Background: an optimization exercise with open tools, aiming at small area. Do not read the settings as production practice. RTL that was checked went through simulation tests only; none was proved equivalent to the original. Only the layout flow was run in runs 1 and 2; the RTL was not checked for function there.

## flow/design.v (module list and top-level ports; edited modules follow where they fit)
// module alu: 108 lines
// module mul33: 1153 lines
// module bpp: 3 lines
module alu #(
	parameter DATA_WIDTH = 32,
	parameter INST_WIDTH = 4
)(
	input                   i_clk,
	input                   i_rst_n,
	input  [DATA_WIDTH-1:0] i_data_a,
	input  [DATA_WIDTH-1:0] i_data_b,
	input  [INST_WIDTH-1:0] i_inst,
	input                   i_valid,
	output [DATA_WIDTH-1:0] o_data,
	output                  o_overflow,
	output                  o_valid
);
  // ...
==> flow/flow/run.sh <==
#!/bin/bash
# Standard synthesis, then a polarity clean-up of the synthesized netlist
# (flow/fixpol.py: removes the inverters Yosys's full-adder extraction leaves
# between full adders, choosing De Morgan duals of gates where that needs
# fewer inverters, and setting every gate to its smallest drive, which the
# resizer sizes up where timing needs it), then the standard layout from floorplan on, with the
# port buffers made of the smallest buffer.
set -euo pipefail
R=orfs/results/sky130hd/alu/base
bash standard.sh synth > synth.log 2>&1
cp $R/1_2_yosys.v 1_2_yosys.standard.v
python3 flow/fixpol.py 1_2_yosys.standard.v $R/1_2_yosys.v --downsize > fixpol.log 2>&1
rm -f $R/1_synth.odb $R/1_synth.sdc
export BUFFER_PORTS_ARGS="-buffer_cell sky130_fd_sc_hd__buf_1"
bash standard.sh finish > layout.log 2>&1
==> flow/standard.sh <==
#!/bin/bash
# synth_recipe.tcl (not shown) runs the flow's synth.tcl, then flattens the netlist and writes it again
# the make line also repeats each setting of config.mk as NAME=value (left out here)
make -C /OpenROAD-flow-scripts/flow DESIGN_CONFIG=/design/flow/config.mk WORK_HOME=/design/flow/orfs CLKGATE_MAP_FILE= SYNTH_SCRIPT=/design/flow/synth_recipe.tcl "${@:-finish}"
==> flow/config.mk <==
export PLATFORM = sky130hd
export DESIGN_NAME = alu
export DESIGN_NICKNAME = alu
export VERILOG_FILES = /design/flow/design.v
export SDC_FILE = /design/flow/constraint.sdc
export NUM_CORES = 4
export LEC_CHECK = 0
export CAP_MARGIN = 20
export CORE_MARGIN = 2
export CORE_UTILIZATION = 40
export SLEW_MARGIN = 20
export SYNTH_HIERARCHICAL = 1
export SYNTH_MINIMUM_KEEP_SIZE = 0
==> flow/constraint.sdc <==
create_clock -name core_clock -period 12.0 [get_ports {i_clk}]
set_input_delay 2.4000 -clock core_clock [delete_from_list [all_inputs] [get_ports {i_clk}]]
set_output_delay 2.4000 -clock core_clock [all_outputs]
set_load 0.01 [all_outputs]
Not shown: flow/flow/fixpol.py
==> metrics.yaml, run 1 <==
finish:
  non_clock_inverter_count: 103
  reg_top3: "o_data_r: 32 flops, o_overflow_r: 1 flops, o_valid_r: 1 flops"
  multi_input_area_sq_um: 15200
  multi_input_area_share_pct: 81.9
  clockBufferCount: 8
  drive_gt1_share_pct: 7.34
status:
  outcome: "no timing/DRC/antenna violations"
grt:
  grt_pass1_wl_mm: 111
  track_usage_pct: 35.7
synth:
  netlist_instances: 1775
  syn_nets: 2205
floorplan:
  nWellTaps: 532
routing:
  drt-vias-per-instance: 6.76
  via_count: 17200
  first_iter_violations: 2419
  drtPass1Iterations: 9
  met1Wirelength_mm: 29.4
  drt_wl_total_mm: 76.6
clock_network:
  cts.hold.buffers_added: 0
  cts_resized: 0
  htreeDepth: 2
worst_setup_path:
  path_depth: 34
  startpoint_type: "primary input"
  cpPeakStageDelay_ps: 510
  endpoint_kind: "flip-flop"
  path_buf_inv: 4
  critPathMaxFanout: 10
  arrival_ps: 11780
timing:
  max_freq_mhz: 86.2
  setup_viol: 0
==> run 2, diff against run 1 <==
--- a/flow/config.mk
+++ b/flow/config.mk
@@ -9,4 +9,6 @@
 export CORE_MARGIN = 2
 export CORE_UTILIZATION = 40
+export CTS_BUF_LIST = sky130_fd_sc_hd__clkbuf_4
+export GPL_TIMING_DRIVEN = 0
 export SLEW_MARGIN = 20
 export SYNTH_HIERARCHICAL = 1
==> run 2 against run 1 <==
  * Area after synthesis did not move
  * Core utilization rose by 0.17 points
  * Sequential share of layout area barely moved
  * First-iteration DRC count fell by 5.9%
  * Synthesized cell count did not move
  * Final cell count fell by 2.4%
  * Worst setup slack got worse by 72 ps
  * Routed wire length fell by 5.4%
  * Clock-buffer cell count fell by 3
  * Non-clock buffer count fell by 62
  * Global-route usage fell by 1.7 points
  * Maximum frequency fell by 0.62%
==> metrics.yaml, run 2 <==
worst_setup_path:
  cpPeakStageDelay_ps: 500  # was 510 ps
  crit_required_ps: 12260  # was 12,170 ps
  crit_path_frequent_cell: "fa_1"  # unchanged
  startpoint_type: "primary input"  # unchanged
  worst-setup-path-type: "in -> reg"  # unchanged
  arrival_ps: 11940  # was 11,780 ps
  cpMaxStageDelayCell: "fa_1"  # unchanged
  critPathMaxFanout: 23  # was 10
  endpoint_kind: "flip-flop"  # unchanged
placement:
  gp_congestion: 0.947  # was 1.03
  dpl.cell_count: 2447  # was 2,527
  io_buffers: 104  # unchanged
  dp_hpwl_mm: 53.3  # was 57.4 mm
finish:
  reg_top3: "o_data_r: 32 flops, o_overflow_r: 1 flops, o_valid_r: 1 flops"  # unchanged
  largest_reg_flops: 32  # unchanged
  final_cell_mix: "217 x fa_1, 215 x xnor2_1, 183 x xor2_1, 166 x o22ai_1, 138 x ha_1"  # was 221 x fa_1, 219 x xnor2_1, 187 x xor2_1, 166 x o22ai_1, 138 x ha_1
  fillers: 3947  # was 3,961
  num-nets-final: 2372  # was 2,432
  layout.cells.non_filler: 2477  # was 2,538
  area_growth_pct: 13.7  # was 13.3%
  drive_gt1_share_pct: 7.16  # was 7.34%
  layout_commonest_cell: "fa_1"  # unchanged
  largest-register: "o_data_r"  # unchanged
worst_hold_path:
  worst_hold_path_type: "in -> async"  # unchanged
timing:
  drv_slew: 0  # unchanged
  setup_viol: 0  # unchanged
  rsz0062_at_grt: "false"
  tightest_slew_ps: 1240  # was 945 ps
  fin_tns_setup_ps: 0  # unchanged
  max-slew-margin-rel_pct: 17.2  # was 36.5%
  period_needed_ps: 11680  # was 11,610 ps
  hold_viol: 0  # unchanged
  max_freq_mhz: 85.6  # was 86.2 MHz
  layout_worst_path_cycle_share_pct: 97.3  # was 96.7%
clock_network:
  cts.sinks: 34  # unchanged
  clock_path_buffers: 2  # unchanged
  htreeDepth: 2  # unchanged
  path_clk_slew_ps: 120  # was 60 ps
  clockRootBuffer: "clkbuf_4"  # was clkbuf_16
  numCtsBuffers: 5  # unchanged
  cts_tree: "built"  # unchanged
floorplan:
  rows: 74  # unchanged
  die_h_microns: 207  # unchanged
  num_io_pins: 105  # unchanged
  die_w_microns: 207  # unchanged
  coreArea_sq_um: 40600  # unchanged
  start_util_pct: 40.4  # unchanged
  die_area_sq_um: 42700  # unchanged
grt:
  track_usage_pct: 34.0  # was 35.7%
  met1_usage_pct: 43.5  # was 46.7%
  grt_busiest_layer: "met2"  # unchanged
  overflow: 0  # unchanged
  antenna_found_initial: 3  # was 2
  grt_pass1_vias: 17100  # about the same
  gr-usage-met3_pct: 7.46  # was 8.82%
  use_met2_pct: 53.1  # was 53.9%
  grt_pass1_wl_mm: 108  # was 111 mm
  grt_start_max_net_pins: 35  # was 36
job:
  cap_viol_max_count: 0  # unchanged
synth:
  netlist_instances: 1775  # unchanged
  syn_nets: 2205  # unchanged
  syn_area_per_cell_sq_um: 9.26  # unchanged
  syn_area_sq_um: 16400  # unchanged
  yosys_warnings: 7  # unchanged
routing:
  antenna_left: 0  # unchanged
  drtPass1Iterations: 9  # unchanged
  avgRoutedWirePerCell_microns: 29.3  # was 30.2 microns
  drt_wl_total_mm: 72.5  # was 76.6 mm
  drt-vias-per-instance: 6.79  # was 6.76
  via_count: 16800  # was 17,200
  first_iter_violations: 2276  # was 2,419
  drc_errors: 0  # unchanged
status:
  outcome: "no timing/DRC/antenna violations"  # unchanged
run 2: cell count changes in the layout (fill, tap and decap cells not counted), sizes merged:
cell	previous run	this run
clkinvlp	0	13
inv	103	92
buf	208	155
clkinv	0	2
clkbuf	20	8
run 2: final timing paths:
check | slack (ps) | cells after the start | endpoint | from
min in group core_clock | 2260 | 1 | o_valid_r | i_valid
min | 2100 | 1 | o_data_r[24] | i_rst_n
max | 320 | 33 | o_overflow_r | i_data_b[1]
max in group asynchronous | 9400 | 1 | o_data_r[23] | i_rst_n
run 2: repair_timing:
action	4_1_cts	5_1_grt
pin swaps	2	3
hold buffers	0	0
cloned	2	0
setup buffers	18	0
setup endpoints to repair	12	1
resized for setup	37	9
run 2: worst max-delay path: cells and delay by family:
kind / cells / cell delay, ps
xor+xnor: 2 / 380
compound gates: 9 / 1770
buf+inv: 3 / 520
simple gates: 6 / 1070
fa+ha+maj: 13 / 5770
run 2: final cells by class:
type	instances	area (sq um)	share of cell area (%)
inverter	103	428	2.29
clock buffer	5	37.5	0.201
tap	532	666	3.56
timing repair inverter	2	10.0	0.0536
clock inverter	2	10.0	0.0536
timing repair buffer	158	1230	6.57
multi-input combinational	1638	15400	82.7
antenna	3	7.51	0.0402
sequential	34	851	4.55
run 2: layer usage:
metal  vias to the layer above  wire length [microns]
met2                      1280                  31700
met5                         -                      0
met1                      8258                  27400
li1                       6979                      -
met3                       301                   8610
met4                         0                   4760
run 2: metrics by stage:
| step | setup slack, ps | hold WS [ps] | util, % | area (sq um) |
|---|---|---|---|---|
| final | 321 | 2100 | 46.0 | 18700 |
| after global routing | 24.3 | 2140 | 46.0 | 18700 |
| after CTS | 35.5 | 2110 | 45.8 | 18600 |
| after detailed placement | -2210 | 2510 | 45.0 | 18300 |
| after global placement | -5180 | 2590 | 43.0 | 17500 |
| after floorplan | 281 | 2100 | - | 16400 |
==> module alu, before the edit <==
module alu #(
	parameter DATA_WIDTH = 32,
	parameter INST_WIDTH = 4
)(
	input                   i_clk,
	input                   i_rst_n,
	input  [DATA_WIDTH-1:0] i_data_a,
	input  [DATA_WIDTH-1:0] i_data_b,
	input  [INST_WIDTH-1:0] i_inst,
	input                   i_valid,
	output [DATA_WIDTH-1:0] o_data,
	output                  o_overflow,
	output                  o_valid
);
	wire [31:0] a = i_data_a;
	wire [31:0] b = i_data_b;
	wire [3:0]  op = i_inst;
	wire        sub = (op == 4'd1) | (op == 4'd3) | (op == 4'd4) | (op == 4'd6) | (op == 4'd8) | (op == 4'd9);
	wire [31:0] bxx = b ^ {32{sub}};
	wire rs0 = a[0] ^ bxx[0] ^ sub;
	wire rc0 = (a[0] & bxx[0]) | (a[0] & sub) | (bxx[0] & sub);
	wire rs1 = a[1] ^ bxx[1] ^ rc0;
	wire rc1 = (a[1] & bxx[1]) | (a[1] & rc0) | (bxx[1] & rc0);
	wire rs2 = a[2] ^ bxx[2] ^ rc1;
	wire rc2 = (a[2] & bxx[2]) | (a[2] & rc1) | (bxx[2] & rc1);
	wire rs3 = a[3] ^ bxx[3] ^ rc2;
	wire rc3 = (a[3] & bxx[3]) | (a[3] & rc2) | (bxx[3] & rc2);
	wire rs4 = a[4] ^ bxx[4] ^ rc3;
	wire rc4 = (a[4] & bxx[4]) | (a[4] & rc3) | (bxx[4] & rc3);
	wire rs5 = a[5] ^ bxx[5] ^ rc4;
	wire rc5 = (a[5] & bxx[5]) | (a[5] & rc4) | (bxx[5] & rc4);
	wire rs6 = a[6] ^ bxx[6] ^ rc5;
	wire rc6 = (a[6] & bxx[6]) | (a[6] & rc5) | (bxx[6] & rc5);
	wire rs7 = a[7] ^ bxx[7] ^ rc6;
	wire rc7 = (a[7] & bxx[7]) | (a[7] & rc6) | (bxx[7] & rc6);
	wire [24:0] rhi = {1'b0, a[31:8]} + {1'b0, bxx[31:8]} + rc7;
	wire [32:0] s = {rhi, rs7, rs6, rs5, rs4, rs3, rs2, rs1, rs0};
	wire [31:0] sum = s[31:0];
	wire        cout = s[32];
	wire        bx   = b[31] ^ sub;
	wire        sovf = (a[31] == bx) & (sum[31] != a[31]);
	wire        lt_u = ~cout;               
	wire        lt_s = sum[31] ^ sovf;      
	wire [32:0] p;
	mul33 u_mul (.a(a), .b(b), .p(p));
	wire [31:0] bsuf;   
	assign bsuf[31] = b[31];
	genvar k;
	generate
		for (k = 30; k >= 0; k = k - 1) begin : g_suf
			assign bsuf[k] = bsuf[k+1] | b[k];
		end
	endgenerate
	wire [30:0] big_t;
	generate
		for (k = 1; k < 32; k = k + 1) begin : g_big
			assign big_t[k-1] = a[k] & bsuf[32-k];
		end
	endgenerate
	wire umul_ov = p[32] | (|big_t);
	wire smul_ov = p[31] ^ a[31] ^ b[31];
	wire [31:0] rev;
	generate
		for (k = 0; k < 32; k = k + 1) begin : g_rev
			assign rev[k] = a[31-k];
		end
	endgenerate
	reg [31:0] d_w;
	reg        ov_w;
	always @(*) begin
		case (op)
			4'd0:  begin d_w = sum;          ov_w = sovf;    end
			4'd1:  begin d_w = sum;          ov_w = sovf;    end
			4'd2:  begin d_w = p[31:0];      ov_w = smul_ov; end
			4'd3:  begin d_w = lt_s ? b : a; ov_w = 1'b0;    end
			4'd4:  begin d_w = lt_s ? a : b; ov_w = 1'b0;    end
			4'd5:  begin d_w = sum;          ov_w = cout;    end
			4'd6:  begin d_w = sum;          ov_w = lt_u;    end
			4'd7:  begin d_w = p[31:0];      ov_w = umul_ov; end
			4'd8:  begin d_w = lt_u ? b : a; ov_w = 1'b0;    end
			4'd9:  begin d_w = lt_u ? a : b; ov_w = 1'b0;    end
			4'd10: begin d_w = a & b;        ov_w = 1'b0;    end
			4'd11: begin d_w = a | b;        ov_w = 1'b0;    end
			4'd12: begin d_w = a ^ b;        ov_w = 1'b0;    end
			4'd13: begin d_w = ~a;           ov_w = 1'b0;    end
			4'd14: begin d_w = rev;          ov_w = 1'b0;    end
			default: begin d_w = 32'd0;      ov_w = 1'b0;    end
		endcase
	end
	reg [31:0] o_data_r;
	reg        o_overflow_r;
	reg        o_valid_r;
	assign o_data = o_data_r;
	assign o_overflow = o_overflow_r;
	assign o_valid = o_valid_r;
	always @(posedge i_clk or negedge i_rst_n) begin
		if (~i_rst_n) begin
			o_data_r <= 32'd0;
			o_overflow_r <= 1'b0;
			o_valid_r <= 1'b0;
		end
		else begin
			o_data_r <= i_valid ? d_w : 32'd0;
			o_overflow_r <= i_valid & ov_w;
			o_valid_r <= i_valid;
		end
	end
endmodule
==> run 3, diff against run 2 <==
--- a/flow/design.v
+++ b/flow/design.v
@@ -17,23 +17,5 @@
 	wire [3:0]  op = i_inst;
 	wire        sub = (op == 4'd1) | (op == 4'd3) | (op == 4'd4) | (op == 4'd6) | (op == 4'd8) | (op == 4'd9);
-	wire [31:0] bxx = b ^ {32{sub}};
-	wire rs0 = a[0] ^ bxx[0] ^ sub;
-	wire rc0 = (a[0] & bxx[0]) | (a[0] & sub) | (bxx[0] & sub);
-	wire rs1 = a[1] ^ bxx[1] ^ rc0;
-	wire rc1 = (a[1] & bxx[1]) | (a[1] & rc0) | (bxx[1] & rc0);
-	wire rs2 = a[2] ^ bxx[2] ^ rc1;
-	wire rc2 = (a[2] & bxx[2]) | (a[2] & rc1) | (bxx[2] & rc1);
-	wire rs3 = a[3] ^ bxx[3] ^ rc2;
-	wire rc3 = (a[3] & bxx[3]) | (a[3] & rc2) | (bxx[3] & rc2);
-	wire rs4 = a[4] ^ bxx[4] ^ rc3;
-	wire rc4 = (a[4] & bxx[4]) | (a[4] & rc3) | (bxx[4] & rc3);
-	wire rs5 = a[5] ^ bxx[5] ^ rc4;
-	wire rc5 = (a[5] & bxx[5]) | (a[5] & rc4) | (bxx[5] & rc4);
-	wire rs6 = a[6] ^ bxx[6] ^ rc5;
-	wire rc6 = (a[6] & bxx[6]) | (a[6] & rc5) | (bxx[6] & rc5);
-	wire rs7 = a[7] ^ bxx[7] ^ rc6;
-	wire rc7 = (a[7] & bxx[7]) | (a[7] & rc6) | (bxx[7] & rc6);
-	wire [24:0] rhi = {1'b0, a[31:8]} + {1'b0, bxx[31:8]} + rc7;
-	wire [32:0] s = {rhi, rs7, rs6, rs5, rs4, rs3, rs2, rs1, rs0};
+	wire [32:0] s   = {1'b0, a} + {1'b0, b ^ {32{sub}}} + {32'd0, sub};
 	wire [31:0] sum = s[31:0];
 	wire        cout = s[32];
--- a/flow/config.mk
+++ b/flow/config.mk
@@ -9,6 +9,4 @@
 export CORE_MARGIN = 2
 export CORE_UTILIZATION = 40
-export CTS_BUF_LIST = sky130_fd_sc_hd__clkbuf_4
-export GPL_TIMING_DRIVEN = 0
 export SLEW_MARGIN = 20
 export SYNTH_HIERARCHICAL = 1
==> run 3 against run 2 <==
  * Sequential share of layout area about the same
  * Area after synthesis rose by 2.1%
  * Final area up 0.84%
  * Largest cell class unchanged
  * Highest routed layer unchanged
==> metrics.yaml, run 3 <==
status:
  outcome: "no timing/DRC/antenna violations"  # unchanged
job:
  cap_viol_max_count: 0  # unchanged
timing:
  max-slew-margin-rel_pct: 16.4  # was 17.2%
  drv_slew: 0  # unchanged
  layout_worst_path_cycle_share_pct: 97.4  # was 97.3%
  tightest_slew_ps: 1250  # was 1240 ps
  setup_viol: 0  # unchanged
  hold_viol: 0  # unchanged
  period_needed_ps: 11690  # was 11,680 ps
  max_freq_mhz: 85.6  # about the same
finish:
  layout_commonest_cell: "xnor2_1"  # was fa_1
  largest_reg_flops: 32  # unchanged
  fillers: 4230  # was 3,947
  multi_input_area_sq_um: 15600  # was 15,400 sq um
  reg_top3: "o_data_r: 32 flops, o_overflow_r: 1 flops, o_valid_r: 1 flops"  # unchanged
  fin_util_pct: 45.2  # was 46.0%
  num-nets-final: 2480  # was 2,372
  postLayoutCellArea_sq_um: 18800  # was 18,700 sq um
  area_growth_pct: 12.3  # was 13.7%
  regArea_sq_um: 851  # unchanged
  largest-register: "o_data_r"  # unchanged
  final_cell_mix: "231 x xnor2_1, 212 x fa_1, 181 x xor2_1, 172 x a22oi_1, 146 x ha_1"  # was 217 x fa_1, 215 x xnor2_1, 183 x xor2_1, 166 x o22ai_1, 138 x ha_1
  drive_gt1_share_pct: 6.58  # was 7.16%
worst_setup_path:
  path_buf_inv: 3  # unchanged
  worst-setup-path-type: "in -> reg"  # unchanged
  endpoint_kind: "flip-flop"  # unchanged
  cpMaxStageDelayCell: "fa_1"  # unchanged
  startpoint_type: "primary input"  # unchanged
  path_depth: 34  # was 33
  critPathMaxFanout: 7  # was 23
  cp-startpoint: "i_data_b[2]"  # was i_data_b[1]
  cpPeakStageDelay_ps: 480  # was 500 ps
  crit_required_ps: 12180  # was 12,260 ps
  crit_path_frequent_cell: "fa_1"  # unchanged
  arrival_ps: 11870  # was 11,940 ps
  crit_family: "adder cells"  # unchanged
  worstSetupEndpoint: "o_overflow_r"  # unchanged
grt:
  grt_pass1_vias: 17400  # was 17,100
  met1_usage_pct: 46.8  # was 43.5%
  grt_start_max_net_pins: 35  # unchanged
  antenna_found_initial: 2  # was 3
  grt_pass1_wl_mm: 116  # was 108 mm
  use_met2_pct: 53.4  # was 53.1%
  track_usage_pct: 35.9  # was 34.0%
  gr-usage-met3_pct: 11.6  # was 7.46%
  overflow: 0  # unchanged
  grt_busiest_layer: "met2"  # unchanged
routing:
  drt_wl_total_mm: 79.9  # was 72.5 mm
  via_count: 17500  # was 16,800
  drt-vias-per-instance: 6.76  # was 6.79
  first_iter_violations: 2521  # was 2,276
  drc_errors: 0  # unchanged
  avgRoutedWirePerCell_microns: 30.9  # was 29.3 microns
  antenna_left: 0  # unchanged
  drtPass1Iterations: 19  # was 9
synth:
  syn_area_sq_um: 16800  # was 16,400 sq um
  yosys_warnings: 7  # unchanged
  netlist_instances: 1833  # was 1,775
  syn_nets: 2263  # was 2,205
  syn_area_per_cell_sq_um: 9.15  # was 9.26 sq um
clock_network:
  path_clk_slew_ps: 60  # was 120 ps
  cts_tree: "built"  # unchanged
  htreeDepth: 2  # unchanged
  clockRootBuffer: "clkbuf_16"  # was clkbuf_4
  numCtsBuffers: 5  # unchanged
  cts.sinks: 34  # unchanged
  clock_path_buffers: 2  # unchanged
placement:
  dp_hpwl_mm: 59.8  # was 53.3 mm
  gp_congestion: 1.01  # was 0.947
  io_buffers: 104  # unchanged
  dpl_cell_area_sq_um: 18700  # was 18,300 sq um
floorplan:
  die_area_sq_um: 43600  # was 42,700 sq um
  num_io_pins: 105  # unchanged
  coreArea_sq_um: 41700  # was 40,600 sq um
  die_w_microns: 209  # was 207 microns
  rows: 75  # was 74
  die_h_microns: 209  # was 207 microns
  start_util_pct: 40.2  # was 40.4%
worst_hold_path:
  worst_hold_path_type: "in -> async"  # unchanged
[run 3: worst min-delay path by stage]
stage | start | to | slack (ps) | depth (start not counted)
after global placement | i_rst_n | o_data_r[31] | 2600 | 1
after floorplan | i_rst_n | o_data_r[0] | 2100 | 0
after detailed placement | i_valid | o_valid_r | 2600 | 1
after global routing | i_valid | o_valid_r | 2280 | 1
final | i_rst_n | o_data_r[31] | 2260 | 1
after CTS | i_rst_n | o_data_r[31] | 2270 | 1
[run 3: per-stage QoR]
step	setup slack, ps	TNS, ps	instances	hold slack [ps]
6_report	313	0	2591	2260
5_1_grt	-1.81	-1.81	2590	2280
4_1_cts	251	0	2588	2270
3_5_place_dp	-18.5	-18.5	2580	2600
3_3_place_gp	115	0	2580	2600
2_1_floorplan	14.9	0	1833	2100
[run 3: timing repair]
action	CTS	global route
resized for setup	0	4
setup endpoints to repair	0	1
endpoints found under the hold margin	0	0
hold buffers	0	0
setup buffers	0	2
[run 3: routing by layer]
| layer | share of wire, % | routed length [microns] |
|---|---|---|
| met4 | 6.0 | 4820 |
| met1 | 38 | 30400 |
| met5 | 0 | 0 |
| met3 | 14 | 10800 |
| met2 | 42 | 33900 |
[run 3: layout make-up]
cell class | count | area share, %
Sequential cell | 34 | 4.52
Timing Repair Buffer | 210 | 6.38
Antenna cell | 1 | 0.0133
Clock buffer | 7 | 0.757
Tap cell | 539 | 3.58
Multi-Input combinational cell | 1695 | 82.7
Inverter | 104 | 2.07
Clock inverter | 1 | 0.0266
==> run 4, diff against run 3 <==
--- a/flow/design.v
+++ b/flow/design.v
@@ -17,5 +17,23 @@
 	wire [3:0]  op = i_inst;
 	wire        sub = (op == 4'd1) | (op == 4'd3) | (op == 4'd4) | (op == 4'd6) | (op == 4'd8) | (op == 4'd9);
-	wire [32:0] s   = {1'b0, a} + {1'b0, b ^ {32{sub}}} + {32'd0, sub};
+	wire [31:0] bxx = b ^ {32{sub}};
+	wire rs0 = a[0] ^ bxx[0] ^ sub;
+	wire rc0 = (a[0] & bxx[0]) | (a[0] & sub) | (bxx[0] & sub);
+	wire rs1 = a[1] ^ bxx[1] ^ rc0;
+	wire rc1 = (a[1] & bxx[1]) | (a[1] & rc0) | (bxx[1] & rc0);
+	wire rs2 = a[2] ^ bxx[2] ^ rc1;
+	wire rc2 = (a[2] & bxx[2]) | (a[2] & rc1) | (bxx[2] & rc1);
+	wire rs3 = a[3] ^ bxx[3] ^ rc2;
+	wire rc3 = (a[3] & bxx[3]) | (a[3] & rc2) | (bxx[3] & rc2);
+	wire rs4 = a[4] ^ bxx[4] ^ rc3;
+	wire rc4 = (a[4] & bxx[4]) | (a[4] & rc3) | (bxx[4] & rc3);
+	wire rs5 = a[5] ^ bxx[5] ^ rc4;
+	wire rc5 = (a[5] & bxx[5]) | (a[5] & rc4) | (bxx[5] & rc4);
+	wire rs6 = a[6] ^ bxx[6] ^ rc5;
+	wire rc6 = (a[6] & bxx[6]) | (a[6] & rc5) | (bxx[6] & rc5);
+	wire rs7 = a[7] ^ bxx[7] ^ rc6;
+	wire rc7 = (a[7] & bxx[7]) | (a[7] & rc6) | (bxx[7] & rc6);
+	wire [24:0] rhi = {1'b0, a[31:8]} + {1'b0, bxx[31:8]} + rc7;
+	wire [32:0] s = {rhi, rs7, rs6, rs5, rs4, rs3, rs2, rs1, rs0};
 	wire [31:0] sum = s[31:0];
 	wire        cout = s[32];
@@ -48,26 +66,29 @@
 		end
 	endgenerate
-	reg [31:0] d_w;
-	reg        ov_w;
-	always @(*) begin
-		case (op)
-			4'd0:  begin d_w = sum;          ov_w = sovf;    end
-			4'd1:  begin d_w = sum;          ov_w = sovf;    end
-			4'd2:  begin d_w = p[31:0];      ov_w = smul_ov; end
-			4'd3:  begin d_w = lt_s ? b : a; ov_w = 1'b0;    end
-			4'd4:  begin d_w = lt_s ? a : b; ov_w = 1'b0;    end
-			4'd5:  begin d_w = sum;          ov_w = cout;    end
-			4'd6:  begin d_w = sum;          ov_w = lt_u;    end
-			4'd7:  begin d_w = p[31:0];      ov_w = umul_ov; end
-			4'd8:  begin d_w = lt_u ? b : a; ov_w = 1'b0;    end
-			4'd9:  begin d_w = lt_u ? a : b; ov_w = 1'b0;    end
-			4'd10: begin d_w = a & b;        ov_w = 1'b0;    end
-			4'd11: begin d_w = a | b;        ov_w = 1'b0;    end
-			4'd12: begin d_w = a ^ b;        ov_w = 1'b0;    end
-			4'd13: begin d_w = ~a;           ov_w = 1'b0;    end
-			4'd14: begin d_w = rev;          ov_w = 1'b0;    end
-			default: begin d_w = 32'd0;      ov_w = 1'b0;    end
-		endcase
-	end
+	wire is_max_min = (op == 4'd3) | (op == 4'd4) | (op == 4'd8) | (op == 4'd9);
+	wire pick_b = ((op == 4'd3) & lt_s) | ((op == 4'd4) & ~lt_s) |
+	              ((op == 4'd8) & lt_u) | ((op == 4'd9) & ~lt_u);
+	wire pick_a = is_max_min & ~pick_b;
+	wire op_and = (op == 4'd10);
+	wire op_or  = (op == 4'd11);
+	wire op_xor = (op == 4'd12);
+	wire op_not = (op == 4'd13);
+	wire [3:0] lut;    
+	assign lut[0] = i_valid & op_not;
+	assign lut[1] = i_valid & (pick_b | op_or | op_xor | op_not);
+	assign lut[2] = i_valid & (pick_a | op_or | op_xor);
+	assign lut[3] = i_valid & (pick_a | pick_b | op_and | op_or);
+	wire sel_sum = i_valid & ((op == 4'd0) | (op == 4'd1) | (op == 4'd5) | (op == 4'd6));
+	wire sel_mul = i_valid & ((op == 4'd2) | (op == 4'd7));
+	wire sel_rev = i_valid & (op == 4'd14);
+	wire [31:0] d_w;
+	generate
+		for (k = 0; k < 32; k = k + 1) begin : g_out
+			assign d_w[k] = lut[{a[k], b[k]}] | (sel_sum & sum[k]) | (sel_mul & p[k]) | (sel_rev & a[31-k]);
+		end
+	endgenerate
+	wire ov_w = i_valid & (((op == 4'd0) | (op == 4'd1)) & sovf |
+	                      (op == 4'd5) & cout | (op == 4'd6) & lt_u |
+	                      (op == 4'd2) & smul_ov | (op == 4'd7) & umul_ov);
 	reg [31:0] o_data_r;
 	reg        o_overflow_r;
@@ -83,6 +104,6 @@
 		end
 		else begin
-			o_data_r <= i_valid ? d_w : 32'd0;
-			o_overflow_r <= i_valid & ov_w;
+			o_data_r <= d_w;
+			o_overflow_r <= ov_w;
 			o_valid_r <= i_valid;
 		end
==> flow/flow/run.sh (replaced) <==
#!/bin/bash
# Standard synthesis, then a polarity clean-up of the synthesized netlist
# (flow/fixpol.py: removes the inverters Yosys's full-adder extraction leaves
# between full adders, choosing De Morgan duals of gates where that needs
# fewer inverters), then the standard layout from floorplan on, with the
# port buffers made of the smallest buffer.
set -euo pipefail
R=orfs/results/sky130hd/alu/base
bash standard.sh synth > synth.log 2>&1
cp $R/1_2_yosys.v 1_2_yosys.standard.v
python3 flow/fixpol.py 1_2_yosys.standard.v $R/1_2_yosys.v > fixpol.log 2>&1
rm -f $R/1_synth.odb $R/1_synth.sdc
export BUFFER_PORTS_ARGS="-buffer_cell sky130_fd_sc_hd__buf_1"
bash standard.sh finish > layout.log 2>&1
==> run 4 against run 3 <==
  * Critical endpoint unchanged
  * Die area grew 2.0%
  * Critical path type unchanged
  * Routed wire length shrank 12%
  * First-iteration DRC count shrank 27%
  * Non-clock buffer count shrank 2
  * Clock-buffer cell count shrank 1
  * Synthesized cell count shrank 8.3%
  * Final area grew 2.0%
  * Area after synthesis grew 2.0%
  * Worst hold slack lost 18 ps
  * Highest routed layer unchanged
==> metrics.yaml, run 4 <==
status:
  outcome: "no timing/DRC/antenna violations"  # unchanged
routing:
  drt-vias-per-instance: 6.45  # was 6.76
  antenna_left: 0  # unchanged
  via_count: 15700  # was 17,500
  avgRoutedWirePerCell_microns: 28.8  # was 30.9 microns
  drt_wl_total_mm: 70.2  # was 79.9 mm
  drtPass1Iterations: 7  # was 19
  first_iter_violations: 1834  # was 2,521
  drc_errors: 0  # unchanged
worst_hold_path:
  worst_hold_path_type: "in -> async"  # unchanged
placement:
  gp_congestion: 0.970  # was 1.01
  dpl.cell_count: 2428  # was 2,580
  dp_hpwl_mm: 53.7  # was 59.8 mm
  io_buffers: 104  # unchanged
timing:
  hold_slack_ps: 2240  # was 2260 ps
  setup_viol: 0  # unchanged
  max_freq_mhz: 87.3  # was 85.6 MHz
  period_needed_ps: 11460  # was 11,690 ps
  layout_worst_path_cycle_share_pct: 95.5  # was 97.4%
  drv_slew: 0  # unchanged
  fin_tns_setup_ps: 0  # unchanged
  tightest_slew_ps: 1140  # was 1250 ps
  rsz0062_at_grt: "false"
  hold_viol: 0  # unchanged
  max-slew-margin-rel_pct: 23.7  # was 16.4%
clock_network:
  cts.sinks: 34  # unchanged
  cts_resized: 0  # unchanged
  post-cts-setup-buffers: 0  # unchanged
  path_clk_slew_ps: 60  # about the same
  clockRootBuffer: "clkbuf_16"  # unchanged
  cts_tree: "built"  # unchanged
  clock_path_buffers: 2  # unchanged
  numCtsBuffers: 5  # unchanged
  cts.hold.buffers_added: 0  # unchanged
  htreeDepth: 2  # unchanged
finish:
  antenna_cells: 0  # was 1
  area_growth_pct: 12.4  # was 12.3%
  regArea_sq_um: 851  # unchanged
  reg_top3: "o_data_r: 32 flops, o_overflow_r: 1 flops, o_valid_r: 1 flops"  # unchanged
  largest-register: "o_data_r"  # unchanged
  multi_input_area_sq_um: 16000  # was 15,600 sq um
  layout.cells.non_filler: 2436  # was 2,591
  largest_reg_flops: 32  # unchanged
  num-nets-final: 2262  # was 2,480
  fillers: 4071  # was 4,230
  final_cell_mix: "221 x fa_1, 201 x xnor2_1, 197 x xor2_1, 149 x a22oi_2, 122 x o22ai_2"  # was 231 x xnor2_1, 212 x fa_1, 181 x xor2_1, 172 x a22oi_1, 146 x ha_1
  drive_gt1_share_pct: 24.5  # was 6.58%
  layout_commonest_cell: "fa_1"  # was xnor2_1
worst_setup_path:
  cp-startpoint: "i_data_b[1]"  # was i_data_b[2]
  cpPeakStageDelay_ps: 500  # was 480 ps
  cpMaxStageDelayCell: "fa_1"  # unchanged
  critPathMaxFanout: 5  # was 7
  path_buf_inv: 3  # unchanged
  endpoint_kind: "flip-flop"  # unchanged
  crit_family: "adder cells"  # unchanged
  path_depth: 34  # unchanged
  worstSetupEndpoint: "o_overflow_r"  # unchanged
  startpoint_type: "primary input"  # unchanged
  crit_path_frequent_cell: "fa_1"  # unchanged
  crit_required_ps: 12160  # was 12,180 ps
  worst-setup-path-type: "in -> reg"  # unchanged
  arrival_ps: 11620  # was 11,870 ps
synth:
  syn_nets: 2047  # was 2,263
  yosys_warnings: 7  # unchanged
  netlist_instances: 1681  # was 1,833
  syn_area_per_cell_sq_um: 10.2  # was 9.15 sq um
  syn_area_sq_um: 17100  # was 16,800 sq um
grt:
  grt_pass1_vias: 15800  # was 17,400
  track_usage_pct: 31.5  # was 35.9%
  grt_pass1_wl_mm: 104  # was 116 mm
  grt_start_max_net_pins: 35  # unchanged
  overflow: 0  # unchanged
  antenna_found_initial: 2  # unchanged
job:
  cap_viol_max_count: 0  # unchanged
floorplan:
  coreArea_sq_um: 42000  # was 41,700 sq um
  num_io_pins: 105  # unchanged
  die_h_microns: 211  # was 209 microns
  start_util_pct: 40.7  # was 40.2%
  die_w_microns: 211  # was 209 microns
  die_area_sq_um: 44400  # was 43,600 sq um
  rows: 75  # unchanged
run 4: worst min-delay path by stage:
stage	slack, ps	start	endpoint
floorplan	2100	i_rst_n	o_data_r[0]
global placement	2560	i_rst_n	o_data_r[30]
detailed placement	2570	i_rst_n	o_data_r[27]
CTS	2270	i_rst_n	o_data_r[25]
global route	2310	i_rst_n	o_data_r[25]
finish	2240	i_rst_n	o_data_r[25]
run 4: metal layers:
| metal | GRT usage, % | vias up | share of wire (%) |
|---|---|---|---|
| met2 | 50.5 | 943 | 45 |
| met4 | 12.0 | 0 | 4.4 |
| met5 | 0 | - | 0 |
| met3 | 5.47 | 190 | 9.4 |
| met1 | 42.6 | 7921 | 41 |
| li1 | - | 6657 | - |
run 4: final cells by class:
| type | count | area share [%] |
|---|---|---|
| clock buffers | 6 | 0.723 |
| clock inverters | 2 | 0.0651 |
| inverters | 96 | 1.88 |
| well taps | 539 | 3.51 |
| flip-flops and latches | 34 | 4.43 |
| repair buffers | 208 | 6.23 |
| multi-input cells | 1551 | 83.2 |
run 4: stage by stage:
| stage | worst slack, ps | cell area [sq um] | util, % |
|---|---|---|---|
| after global routing | 15.6 | 19200 | 45.7 |
| after global placement | 210 | 19100 | 45.3 |
| after floorplan | 9.32 | 17100 | - |
| final | 542 | 19200 | 45.7 |
| after detailed placement | 88.9 | 19100 | 45.3 |
| after CTS | 371 | 19200 | 45.7 |
==> run 5, diff against run 4 <==
==> flow/flow/run.sh (replaced) <==
#!/bin/bash
# Standard synthesis, then a polarity clean-up of the synthesized netlist
# (flow/fixpol.py: removes the inverters Yosys's full-adder extraction leaves
# between full adders, choosing De Morgan duals of gates where that needs
# fewer inverters, and setting every gate to its smallest drive, which the
# resizer sizes up where timing needs it), then the standard layout from floorplan on, with the
# port buffers made of the smallest buffer.
set -euo pipefail
R=orfs/results/sky130hd/alu/base
bash standard.sh synth > synth.log 2>&1
cp $R/1_2_yosys.v 1_2_yosys.standard.v
python3 flow/fixpol.py 1_2_yosys.standard.v $R/1_2_yosys.v --downsize > fixpol.log 2>&1
rm -f $R/1_synth.odb $R/1_synth.sdc
export BUFFER_PORTS_ARGS="-buffer_cell sky130_fd_sc_hd__buf_1"
bash standard.sh finish > layout.log 2>&1
--- a/flow/config.mk
+++ b/flow/config.mk
@@ -6,8 +6,8 @@
 export NUM_CORES = 4
 export LEC_CHECK = 0
-export CAP_MARGIN = 20
+export CAP_MARGIN = 0
 export CORE_MARGIN = 2
 export CORE_UTILIZATION = 40
-export SLEW_MARGIN = 20
+export SLEW_MARGIN = 0
 export SYNTH_HIERARCHICAL = 1
 export SYNTH_MINIMUM_KEEP_SIZE = 0
==> run 5 against run 4 <==
  * Final cell count fell by 1.2%
  * Core utilization increased by 0.36 points
  * Synthesized cell count did not move
  * Worst setup slack gained 100 ps
  * Critical endpoint unchanged
  * Clock-buffer cell count is 1 higher
  * Maximum frequency grew 0.88%
  * Global-route usage rose by 4.0 points
==> metrics.yaml, run 5 <==
status:
  outcome: "no timing/DRC/antenna violations"  # unchanged
routing:
  drt_wl_total_mm: 70.2  # about the same
  first_iter_violations: 1903  # was 1,834
  drtPass1Iterations: 8  # was 7
  drt-vias-per-instance: 6.51  # was 6.45
  avgRoutedWirePerCell_microns: 29.2  # was 28.8 microns
  via_count: 15700  # about the same
  antenna_left: 0  # unchanged
  drc_errors: 0  # unchanged
timing:
  drv_slew: 0  # unchanged
  rsz0062_at_grt: "false"  # unchanged
  fin_tns_setup_ps: 0  # unchanged
  max_freq_mhz: 88.0  # was 87.3 MHz
  hold_viol: 0  # unchanged
  max-slew-margin-rel_pct: 34.8  # was 23.7%
  tightest_slew_ps: 979  # was 1140 ps
  layout_worst_path_cycle_share_pct: 94.6  # was 95.5%
  hold_slack_ps: 2230  # was 2240 ps
  setup_viol: 0  # unchanged
  period_needed_ps: 11360  # was 11,460 ps
floorplan:
  coreArea_sq_um: 37800  # was 42,000 sq um
  die_area_sq_um: 40000  # was 44,400 sq um
  start_util_pct: 40.7  # about the same
  rows: 71  # was 75
  num_io_pins: 105  # unchanged
  die_w_microns: 200  # was 211 microns
  die_h_microns: 200  # was 211 microns
worst_setup_path:
  cp-startpoint: "i_data_b[1]"  # unchanged
  arrival_ps: 11530  # was 11,620 ps
  worst-setup-path-type: "in -> reg"  # unchanged
  crit_required_ps: 12170  # was 12,160 ps
  cpPeakStageDelay_ps: 490  # was 500 ps
  crit_path_frequent_cell: "fa_1"  # unchanged
  endpoint_kind: "flip-flop"  # unchanged
  startpoint_type: "primary input"  # unchanged
  critPathMaxFanout: 5  # unchanged
  cpMaxStageDelayCell: "fa_1"  # unchanged
finish:
  final_cell_mix: "218 x fa_1, 205 x xnor2_1, 198 x xor2_1, 157 x a22oi_1, 126 x o22ai_1"  # was 221 x fa_1, 201 x xnor2_1, 197 x xor2_1, 149 x a22oi_2, 122 x o22ai_2
  num-nets-final: 2259  # was 2,262
  largest_reg_flops: 32  # unchanged
  largest-register: "o_data_r"  # unchanged
  fin_util_pct: 46.1  # was 45.7%
  layout_commonest_cell: "fa_1"  # unchanged
  area_growth_pct: 13.1  # was 12.4%
  reg_top3: "o_data_r: 32 flops, o_overflow_r: 1 flops, o_valid_r: 1 flops"  # unchanged
  fillers: 3724  # was 4,071
  drive_gt1_share_pct: 6.97  # was 24.5%
clock_network:
  numCtsBuffers: 5  # unchanged
  cts_resized: 0  # unchanged
  htreeDepth: 2  # unchanged
  cts.hold.buffers_added: 0  # unchanged
  cts.sinks: 34  # unchanged
  clockRootBuffer: "clkbuf_16"  # unchanged
  cts_tree: "built"  # unchanged
  path_clk_slew_ps: 60  # about the same
  clock_path_buffers: 2  # unchanged
  post-cts-setup-buffers: 0  # unchanged
synth:
  netlist_instances: 1681  # unchanged
  syn_nets: 2047  # unchanged
  syn_area_sq_um: 15400  # was 17,100 sq um
  yosys_warnings: 7  # unchanged
  syn_area_per_cell_sq_um: 9.15  # was 10.2 sq um
grt:
  grt_start_max_net_pins: 35  # unchanged
  grt_pass1_vias: 15800  # about the same
  grt_pass1_wl_mm: 103  # was 104 mm
  overflow: 0  # unchanged
  antenna_found_initial: 0  # was 2
  track_usage_pct: 35.5  # was 31.5%
worst_hold_path:
  worst_hold_path_type: "in -> async"  # unchanged
placement:
  dp_hpwl_mm: 53.2  # was 53.7 mm
  io_buffers: 104  # unchanged
  gp_congestion: 0.965  # was 0.970
job:
  cap_viol_max_count: 0  # unchanged
==> run 5: worst max-delay path by stage <==
| stage | end | slack, ps | cells past startpoint |
|---|---|---|---|
| final | o_overflow_r | 640 | 34 |
| after global routing | o_overflow_r | 80 | 34 |
| after CTS | o_overflow_r | 300 | 34 |
| after detailed placement | o_overflow_r | 40 | 34 |
| after global placement | o_overflow_r | 110 | 34 |
| after floorplan | o_overflow_r | 90 | 33 |
==> run 5: worst max-delay path, delay by kind of cell <==
kind / cells / cell delay [ps]
AO/OA/AOI/OAI: 11 / 1890
XOR/XNOR: 2 / 360
adder cells (fa/ha/maj): 13 / 5750
buffers and inverters: 3 / 280
AND/OR/NAND/NOR: 5 / 840
==> run 5: stage by stage <==
stage	setup slack, ps	cell area (sq um)	std cells
after floorplan	94.3	15400	1681
after global placement	112	17200	2397
after detailed placement	40.8	17200	2397
after CTS	299	17400	2405
after global routing	79.6	17400	2405
final	642	17400	2406
==> run 5: area by class of cell <==
type	count	area (sq um)	area share, %
sequential	34	851	4.89
tap	511	639	3.68
antenna	1	2.50	0.0144
inverter	96	360	2.07
clock inverter	1	5.00	0.0288
timing repair buffer	205	1160	6.69
clock buffer	7	143	0.820
multi-input combinational	1551	14200	81.8
==> run 5: layer usage <==
| layer | wire (microns) | global-route usage, % |
|---|---|---|
| met2 | 31800 | 57.2 |
| met3 | 6760 | 5.58 |
| met4 | 3510 | 15.9 |
| met5 | 0 | 0 |
| met1 | 28200 | 47.2 |
==> run 6, diff against run 5 <==
--- a/flow/config.mk
+++ b/flow/config.mk
@@ -9,4 +9,5 @@
 export CORE_MARGIN = 2
 export CORE_UTILIZATION = 40
+export GPL_TIMING_DRIVEN = 0
 export SLEW_MARGIN = 0
 export SYNTH_HIERARCHICAL = 1
==> run 6 against run 5 <==
  * The layout now fails its checks (max-capacitance violations, max-slew violations)
  * Core utilization up 0.079 points
  * First-iteration DRC count rose by 4.0%
  * Critical endpoint unchanged
  * Non-clock buffer count down 60
  * Global-route usage down 1.9 points
  * Final area is 0.17% higher
  * Die area stayed put
==> metrics.yaml, run 6 <==
routing:
  drc_errors: 0  # unchanged
  antenna_left: 0  # unchanged
  drtPass1Iterations: 6  # was 8
  drt_wl_total_mm: 66.6  # was 70.2 mm
  drt-vias-per-instance: 6.70  # was 6.51
  avgRoutedWirePerCell_microns: 28.4  # was 29.2 microns
  via_count: 15700  # about the same
  first_iter_violations: 1979  # was 1,903
finish:
  final_cell_mix: "213 x fa_1, 201 x xnor2_1, 195 x xor2_1, 157 x a22oi_1, 126 x o22ai_1"  # was 218 x fa_1, 205 x xnor2_1, 198 x xor2_1, 157 x a22oi_1, 126 x o22ai_1
  largest-register: "o_data_r"  # unchanged
  num-nets-final: 2201  # was 2,259
  area_growth_pct: 13.3  # was 13.1%
  reg_top3: "o_data_r: 32 flops, o_overflow_r: 1 flops, o_valid_r: 1 flops"  # unchanged
  layout.cells.non_filler: 2348  # was 2,406
  drive_gt1_share_pct: 6.32  # was 6.97%
  layout_commonest_cell: "fa_1"  # unchanged
  largest_reg_flops: 32  # unchanged
placement:
  dp_hpwl_mm: 47.8  # was 53.2 mm
  io_buffers: 104  # unchanged
  gp_congestion: 0.950  # was 0.965
  dpl.cell_count: 2317  # was 2,397
worst_setup_path:
  cpPeakStageDelay_ps: 770  # was 490 ps
  crit_path_frequent_cell: "fa_2"  # was fa_1
  worst-setup-path-type: "in -> reg"  # unchanged
  cpMaxStageDelayCell: "o21ai_2"  # was fa_1
  startpoint_type: "primary input"  # unchanged
  crit_family: "adder cells"  # unchanged
  arrival_ps: 11830  # was 11,530 ps
  crit_required_ps: 12150  # was 12,170 ps
  endpoint_kind: "flip-flop"  # unchanged
  path_buf_inv: 4  # was 3
  critPathMaxFanout: 31  # was 5
grt:
  antenna_found_initial: 2  # was 0
  track_usage_pct: 33.6  # was 35.5%
  grt_start_max_net_pins: 35  # unchanged
  grt_pass1_vias: 15900  # was 15,800
  overflow: 0  # unchanged
  grt_pass1_wl_mm: 99.4  # was 103 mm
timing:
  setup_viol: 0  # unchanged
  max_freq_mhz: 85.7  # was 88.0 MHz
  drv_slew: 12  # was 0
  tightest_slew_ps: 1550  # was 979 ps
  rsz0062_at_grt: "false"  # unchanged
  hold_viol: 0  # unchanged
  fin_tns_setup_ps: 0  # unchanged
  period_needed_ps: 11670  # was 11,360 ps
  max-slew-margin-rel_pct: -3.50  # was 34.8%
  layout_worst_path_cycle_share_pct: 97.3  # was 94.6%
  hold_slack_ps: 2180  # was 2230 ps
clock_network:
  clock_path_buffers: 2  # unchanged
  clockRootBuffer: "clkbuf_16"  # unchanged
  cts.sinks: 34  # unchanged
  htreeDepth: 2  # unchanged
  cts_tree: "built"  # unchanged
  path_clk_slew_ps: 60  # about the same
  numCtsBuffers: 5  # unchanged
status:
  failed_checks: "max-capacitance violations, max-slew violations"
  outcome: "complete, but fails checks"  # was no timing/DRC/antenna violations
synth:
  syn_area_per_cell_sq_um: 9.15  # unchanged
  yosys_warnings: 7  # unchanged
  syn_nets: 2047  # unchanged
  syn_area_sq_um: 15400  # unchanged
  netlist_instances: 1681  # unchanged
worst_hold_path:
  worst_hold_path_type: "in -> async"  # unchanged
floorplan:
  die_w_microns: 200  # unchanged
  start_util_pct: 40.7  # unchanged
  num_io_pins: 105  # unchanged
  rows: 71  # unchanged
  coreArea_sq_um: 37800  # unchanged
  die_area_sq_um: 40000  # unchanged
  die_h_microns: 200  # unchanged
job:
  cap_viol_max_count: 1  # was 0
-- run 6: how the worst max path moves through the flow --
stage / from / endpoint / depth (start not counted)
3_3_place_gp: i_data_b[3] / o_overflow_r / 35
4_1_cts: i_data_b[3] / o_overflow_r / 37
5_1_grt: i_data_b[3] / o_overflow_r / 37
2_1_floorplan: i_data_b[2] / o_overflow_r / 33
6_report: i_data_b[5] / o_overflow_r / 32
3_5_place_dp: i_data_b[0] / o_overflow_r / 34
-- run 6: what timing repair did --
action | 4_1_cts | 5_1_grt
setup endpoints to repair | 15 | 1
hold buffers | 0 | 0
buffers inserted | 18 | 1
gates resized for setup | 51 | 4
pin swaps | 6 | 5
gates cloned | 3 | 0
-- run 6: metrics by stage --
step                setup slack [ps]  instance area (sq um)  util [%]
finish                           329                  17400      46.2
floorplan                       94.3                  15400         -
CTS                             43.5                  17400      46.0
detailed placement             -2980                  16900      44.7
global placement               -5020                  16400      43.5
global route                    4.04                  17400      46.1
-- run 6: area by class of cell --
class / count / area [sq um]
diodes: 1 / 2.50
clock buffers: 7 / 143
clock inverters: 1 / 5.00
fillers: 3732 / 20300
inverters: 96 / 390
multi-input cells: 1551 / 14400
flip-flops and latches: 34 / 851
well taps: 511 / 639
repair buffers: 145 / 982
repair inverters: 2 / 10.0
-- run 6: per-layer routing --
layer	vias up	routed length (microns)	global-route usage (%)
met5	-	13	0
met4	2	3580	16.9
met3	259	7830	7.34
met2	1118	29400	52.5
met1	7802	25800	43.9
li1	6555	-	-
==> run 7, diff against run 6 <==
--- a/flow/config.mk
+++ b/flow/config.mk
@@ -6,9 +6,8 @@
 export NUM_CORES = 4
 export LEC_CHECK = 0
-export CAP_MARGIN = 0
+export CAP_MARGIN = 20
 export CORE_MARGIN = 2
 export CORE_UTILIZATION = 40
-export GPL_TIMING_DRIVEN = 0
-export SLEW_MARGIN = 0
+export SLEW_MARGIN = 20
 export SYNTH_HIERARCHICAL = 1
 export SYNTH_MINIMUM_KEEP_SIZE = 0
==> run 7 against run 6 <==
  * Now clean on timing, DRC and antenna
  * Maximum frequency up 2.8%
  * Global-route usage grew 1.9 points
  * Sequential share of layout area hardly changed
  * Routed wire length up 5.4%
  * Non-clock buffer count grew 60
  * Flip-flop and latch count unchanged
  * Die area did not move
  * Critical path depth grew 2
  * Largest cell class unchanged
  * Highest routed layer is now met4
==> metrics.yaml, run 7 <==
status:
  outcome: "no timing/DRC/antenna violations"  # was complete, but fails checks
placement:
  dp_hpwl_mm: 53.2  # was 47.8 mm
  io_buffers: 104  # unchanged
  gp_congestion: 0.965  # was 0.950
routing:
  avgRoutedWirePerCell_microns: 29.2  # was 28.4 microns
  drc_errors: 0  # unchanged
  first_iter_violations: 1903  # was 1,979
  via_count: 15700  # about the same
  drtPass1Iterations: 8  # was 6
  antenna_left: 0  # unchanged
  drt-vias-per-instance: 6.51  # was 6.70
  drt_wl_total_mm: 70.2  # was 66.6 mm
grt:
  grt_pass1_wl_mm: 103  # was 99.4 mm
  overflow: 0  # unchanged
  track_usage_pct: 35.5  # was 33.6%
  grt_pass1_vias: 15800  # was 15,900
  grt_start_max_net_pins: 35  # unchanged
  antenna_found_initial: 0  # was 2
clock_network:
  cts.sinks: 34  # unchanged
  cts.hold.buffers_added: 0  # unchanged
  cts_tree: "built"  # unchanged
  htreeDepth: 2  # unchanged
  path_clk_slew_ps: 60  # about the same
  clockRootBuffer: "clkbuf_16"  # unchanged
  clock_path_buffers: 2  # unchanged
  numCtsBuffers: 5  # unchanged
finish:
  final_cell_mix: "218 x fa_1, 205 x xnor2_1, 198 x xor2_1, 157 x a22oi_1, 126 x o22ai_1"  # was 213 x fa_1, 201 x xnor2_1, 195 x xor2_1, 157 x a22oi_1, 126 x o22ai_1
  num-nets-final: 2259  # was 2,201
  largest-register: "o_data_r"  # unchanged
  area_growth_pct: 13.1  # was 13.3%
  drive_gt1_share_pct: 6.97  # was 6.32%
  layout_commonest_cell: "fa_1"  # unchanged
  largest_reg_flops: 32  # unchanged
  reg_top3: "o_data_r: 32 flops, o_overflow_r: 1 flops, o_valid_r: 1 flops"  # unchanged
floorplan:
  die_h_microns: 200  # unchanged
  start_util_pct: 40.7  # unchanged
  rows: 71  # unchanged
  die_area_sq_um: 40000  # unchanged
  coreArea_sq_um: 37800  # unchanged
  num_io_pins: 105  # unchanged
  die_w_microns: 200  # unchanged
worst_setup_path:
  worst-setup-path-type: "in -> reg"  # unchanged
  crit_required_ps: 12170  # was 12,150 ps
  arrival_ps: 11530  # was 11,830 ps
  crit_family: "adder cells"  # unchanged
  crit_path_frequent_cell: "fa_1"  # was fa_2
  cpPeakStageDelay_ps: 490  # was 770 ps
  startpoint_type: "primary input"  # unchanged
  path_depth: 34  # was 32
  endpoint_kind: "flip-flop"  # unchanged
  critPathMaxFanout: 5  # was 31
  path_buf_inv: 3  # was 4
  cpMaxStageDelayCell: "fa_1"  # was o21ai_2
worst_hold_path:
  worst_hold_path_type: "in -> async"  # unchanged
timing:
  setup_viol: 0  # unchanged
  period_needed_ps: 11360  # was 11,670 ps
  fin_tns_setup_ps: 0  # unchanged
  max_freq_mhz: 88.0  # was 85.7 MHz
  tightest_slew_ps: 979  # was 1550 ps
  rsz0062_at_grt: "false"  # unchanged
  max-slew-margin-rel_pct: 34.8  # was -3.50%
  hold_viol: 0  # unchanged
  layout_worst_path_cycle_share_pct: 94.6  # was 97.3%
  drv_slew: 0  # was 12
synth:
  syn_area_sq_um: 15400  # unchanged
  netlist_instances: 1681  # unchanged
  syn_nets: 2047  # unchanged
  yosys_warnings: 7  # unchanged
  syn_area_per_cell_sq_um: 9.15  # unchanged
job:
  cap_viol_max_count: 0  # was 1
[run 7: timing repair]
item / in CTS / in global routing
setup buffers: 0 / 0
setup endpoints to repair: 0 / 1
resized for setup: 0 / 8
[run 7: cell type report]
type / count / area (sq um)
diodes: 1 / 2.50
clock buffers: 7 / 143
clock inverters: 1 / 5.00
fillers: 3724 / 20400
inverters: 96 / 360
multi-input cells: 1551 / 14200
flip-flops and latches: 34 / 851
well taps: 511 / 639
repair buffers: 205 / 1160
[run 7: worst max-delay path by stage]
stage | start | endpoint | slack (ps)
2_1_floorplan | i_data_b[2] | o_overflow_r | 90
3_3_place_gp | i_data_b[1] | o_overflow_r | 110
3_5_place_dp | i_data_b[1] | o_overflow_r | 40
4_1_cts | i_data_b[1] | o_overflow_r | 300
5_1_grt | i_data_b[1] | o_overflow_r | 80
6_report | i_data_b[1] | o_overflow_r | 640
[run 7: per-layer routing]
layer / up-vias / global-route usage, % / wire length, microns
met5: - / 0 / 0
met4: 0 / 15.9 / 3510
met3: 197 / 5.58 / 6760
met2: 1012 / 57.2 / 31800
met1: 7807 / 47.2 / 28200
li1: 6643 / - / -
[run 7: metrics by stage]
stage / utilization (%) / std cells / cell area, sq um / setup WS [ps] / hold slack, ps
global route: 46.1 / 2405 / 17400 / 79.6 / 2310
detailed placement: 45.6 / 2397 / 17200 / 40.8 / 2570
floorplan: - / 1681 / 15400 / 94.3 / 2100
global placement: 45.6 / 2397 / 17200 / 112 / 2550
CTS: 46.0 / 2405 / 17400 / 299 / 2260
finish: 46.1 / 2406 / 17400 / 642 / 2230
==> run 8, diff against run 7 <==
--- a/flow/flow/run.sh
+++ b/flow/flow/run.sh
@@ -13,3 +13,5 @@
 rm -f $R/1_synth.odb $R/1_synth.sdc
 export BUFFER_PORTS_ARGS="-buffer_cell sky130_fd_sc_hd__buf_1"
+# the resizer buffers high-fanout nets with the smaller buffers
+export DONT_USE_CELLS="sky130_fd_sc_hd__buf_4 sky130_fd_sc_hd__buf_6 sky130_fd_sc_hd__buf_8 sky130_fd_sc_hd__buf_12 sky130_fd_sc_hd__buf_16"
 bash standard.sh finish > layout.log 2>&1
==> run 8 against run 7 <==
  * Global-route usage is the same
  * Worst setup slack is the same
  * Sequential share of layout area is the same
  * Critical endpoint unchanged
  * Non-clock buffer count is the same
  * Die area is the same
  * Final area is the same
==> metrics.yaml, run 8 <==
status:
  outcome: "no timing/DRC/antenna violations"  # unchanged
routing:
  drc_errors: 0  # unchanged
  antenna_left: 0  # unchanged
  first_iter_violations: 1903  # unchanged
  via_count: 15700  # unchanged
  drt_wl_total_mm: 70.2  # unchanged
  avgRoutedWirePerCell_microns: 29.2  # unchanged
  drtPass1Iterations: 8  # unchanged
  drt-vias-per-instance: 6.51  # unchanged
placement:
  dp_hpwl_mm: 53.2  # unchanged
  gp_congestion: 0.965  # unchanged
  dpl.cell_count: 2397  # unchanged
  io_buffers: 104  # unchanged
  dpl_cell_area_sq_um: 17200  # unchanged
synth:
  syn_area_per_cell_sq_um: 9.15  # unchanged
  syn_area_sq_um: 15400  # unchanged
  netlist_instances: 1681  # unchanged
  syn_nets: 2047  # unchanged
  yosys_warnings: 7  # unchanged
worst_setup_path:
  worst-setup-path-type: "in -> reg"  # unchanged
  cp-startpoint: "i_data_b[1]"  # unchanged
  crit_path_frequent_cell: "fa_1"  # unchanged
  crit_required_ps: 12170  # about the same
  arrival_ps: 11530  # about the same
  cpPeakStageDelay_ps: 490  # about the same
  endpoint_kind: "flip-flop"  # unchanged
  cpMaxStageDelayCell: "fa_1"  # unchanged
  critPathMaxFanout: 5  # unchanged
  startpoint_type: "primary input"  # unchanged
clock_network:
  cts_resized: 0  # unchanged
  cts_tree: "built"  # unchanged
  htreeDepth: 2  # unchanged
  clockRootBuffer: "clkbuf_16"  # unchanged
  cts.sinks: 34  # unchanged
  cts.hold.buffers_added: 0  # unchanged
  numCtsBuffers: 5  # unchanged
  post-cts-setup-buffers: 0  # unchanged
  clock_path_buffers: 2  # unchanged
  path_clk_slew_ps: 60  # about the same
grt:
  grt_pass1_vias: 15800  # unchanged
  track_usage_pct: 35.5  # unchanged
  grt_start_max_net_pins: 35  # unchanged
  antenna_found_initial: 0  # unchanged
  overflow: 0  # unchanged
  grt_pass1_wl_mm: 103  # unchanged
timing:
  tightest_slew_ps: 979  # unchanged
  hold_slack_ps: 2230  # unchanged
  layout_worst_path_cycle_share_pct: 94.6  # unchanged
  period_needed_ps: 11360  # unchanged
  rsz0062_at_grt: "false"  # unchanged
  drv_slew: 0  # unchanged
  hold_viol: 0  # unchanged
  max-slew-margin-rel_pct: 34.8  # unchanged
  max_freq_mhz: 88.0  # unchanged
  setup_viol: 0  # unchanged
  fin_tns_setup_ps: 0  # unchanged
finish:
  num-nets-final: 2259  # unchanged
  area_growth_pct: 13.1  # unchanged
  reg_top3: "o_data_r: 32 flops, o_overflow_r: 1 flops, o_valid_r: 1 flops"  # unchanged
  drive_gt1_share_pct: 6.97  # unchanged
  regArea_sq_um: 851  # unchanged
  final_cell_mix: "218 x fa_1, 205 x xnor2_1, 198 x xor2_1, 157 x a22oi_1, 126 x o22ai_1"  # unchanged
  multi_input_area_sq_um: 14200  # unchanged
  fillers: 3724  # unchanged
  layout_commonest_cell: "fa_1"  # unchanged
  layout.cells.non_filler: 2406  # unchanged
  largest_reg_flops: 32  # unchanged
  largest-register: "o_data_r"  # unchanged
  postLayoutCellArea_sq_um: 17400  # unchanged
floorplan:
  die_area_sq_um: 40000  # unchanged
  die_w_microns: 200  # unchanged
  rows: 71  # unchanged
  num_io_pins: 105  # unchanged
  die_h_microns: 200  # unchanged
  coreArea_sq_um: 37800  # unchanged
  start_util_pct: 40.7  # unchanged
worst_hold_path:
  worst_hold_path_type: "in -> async"  # unchanged
job:
  cap_viol_max_count: 0  # unchanged
[run 8: area by class of cell]
class,count,area share (%)
Tap cell,511,3.68
Clock buffer,7,0.820
Inverter,96,2.07
Clock inverter,1,0.0288
Antenna cell,1,0.0144
Sequential cell,34,4.89
Timing Repair Buffer,205,6.69
Multi-Input combinational cell,1551,81.8
[run 8: stage by stage]
stage / utilization, % / setup slack [ps]
floorplan: - / 94.3
global placement: 45.6 / 112
detailed placement: 45.6 / 40.8
CTS: 46.0 / 299
global route: 46.1 / 79.6
finish: 46.1 / 642
[run 8: layer usage]
layer  up-vias  track usage (%)  wire length [microns]
li1       6643                -                      -
met1      7807             47.2                  28200
met2      1012             57.2                  31800
met3       197             5.58                   6760
met4         0             15.9                   3510
met5         -                0                      0
[run 8: worst max-delay path, delay by kind of cell]
family / cells / cell delay (ps)
fa+ha+maj: 13 / 5750
compound gates: 11 / 1890
simple gates: 5 / 840
xor+xnor: 2 / 360
buf+inv: 3 / 280
[run 8: worst max path at each step]
| stage | to | slack, ps |
|---|---|---|
| after global placement | o_overflow_r | 110 |
| after CTS | o_overflow_r | 300 |
| after floorplan | o_overflow_r | 90 |
| final | o_overflow_r | 640 |
| after global routing | o_overflow_r | 80 |
| after detailed placement | o_overflow_r | 40 |

==> what the ideal ports hide <==
No port has a modelled driver above. Below, the same layouts with a new extraction and two added sets of constraints. Step 1, drivers: a clkbuf_16 drives i_clk and a buf_2 each remaining input, both assumed. Step 2 adds t to the input delays and takes it off the output delays; t is the mean of the earliest and latest rising clock arrival at the registers after step 1. Input paths then give back, and output paths get back, about the clock's delay inside the block. a / b / c = ideal ports / drivers / drivers and shift; a / b = the first two.
run | shift t [ns] | slack for setup (ns) | hold slack, ns
run 1 | 0.321 | 0.393 / 0.398 / 0.077 | 2.242 / 2.223 / 2.544
run 2 | 0.374 | 0.321 / 0.276 / -0.099 | 2.099 / 2.093 / 2.468
run 3 | 0.352 | 0.313 / 0.337 / -0.014 | 2.255 / 2.232 / 2.583
run 4 | 0.322 | 0.542 / 0.546 / 0.225 | 2.237 / 2.226 / 2.548
run 5 | 0.334 | 0.642 / 0.655 / 0.321 | 2.235 / 2.216 / 2.550
run 6 | 0.322 | 0.329 / 0.346 / 0.024 | 2.184 / 2.165 / 2.486
run 7 | 0.334 | 0.642 / 0.655 / 0.321 | 2.235 / 2.216 / 2.550
run 8 | 0.334 | 0.642 / 0.655 / 0.321 | 2.235 / 2.216 / 2.550
Met with ideal ports but missed after step 2: setup timing in run 2 and run 3. For run 2, which loses most, drivers alone change the setup slack by -0.045 ns; drivers and shift together by -0.420 ns.
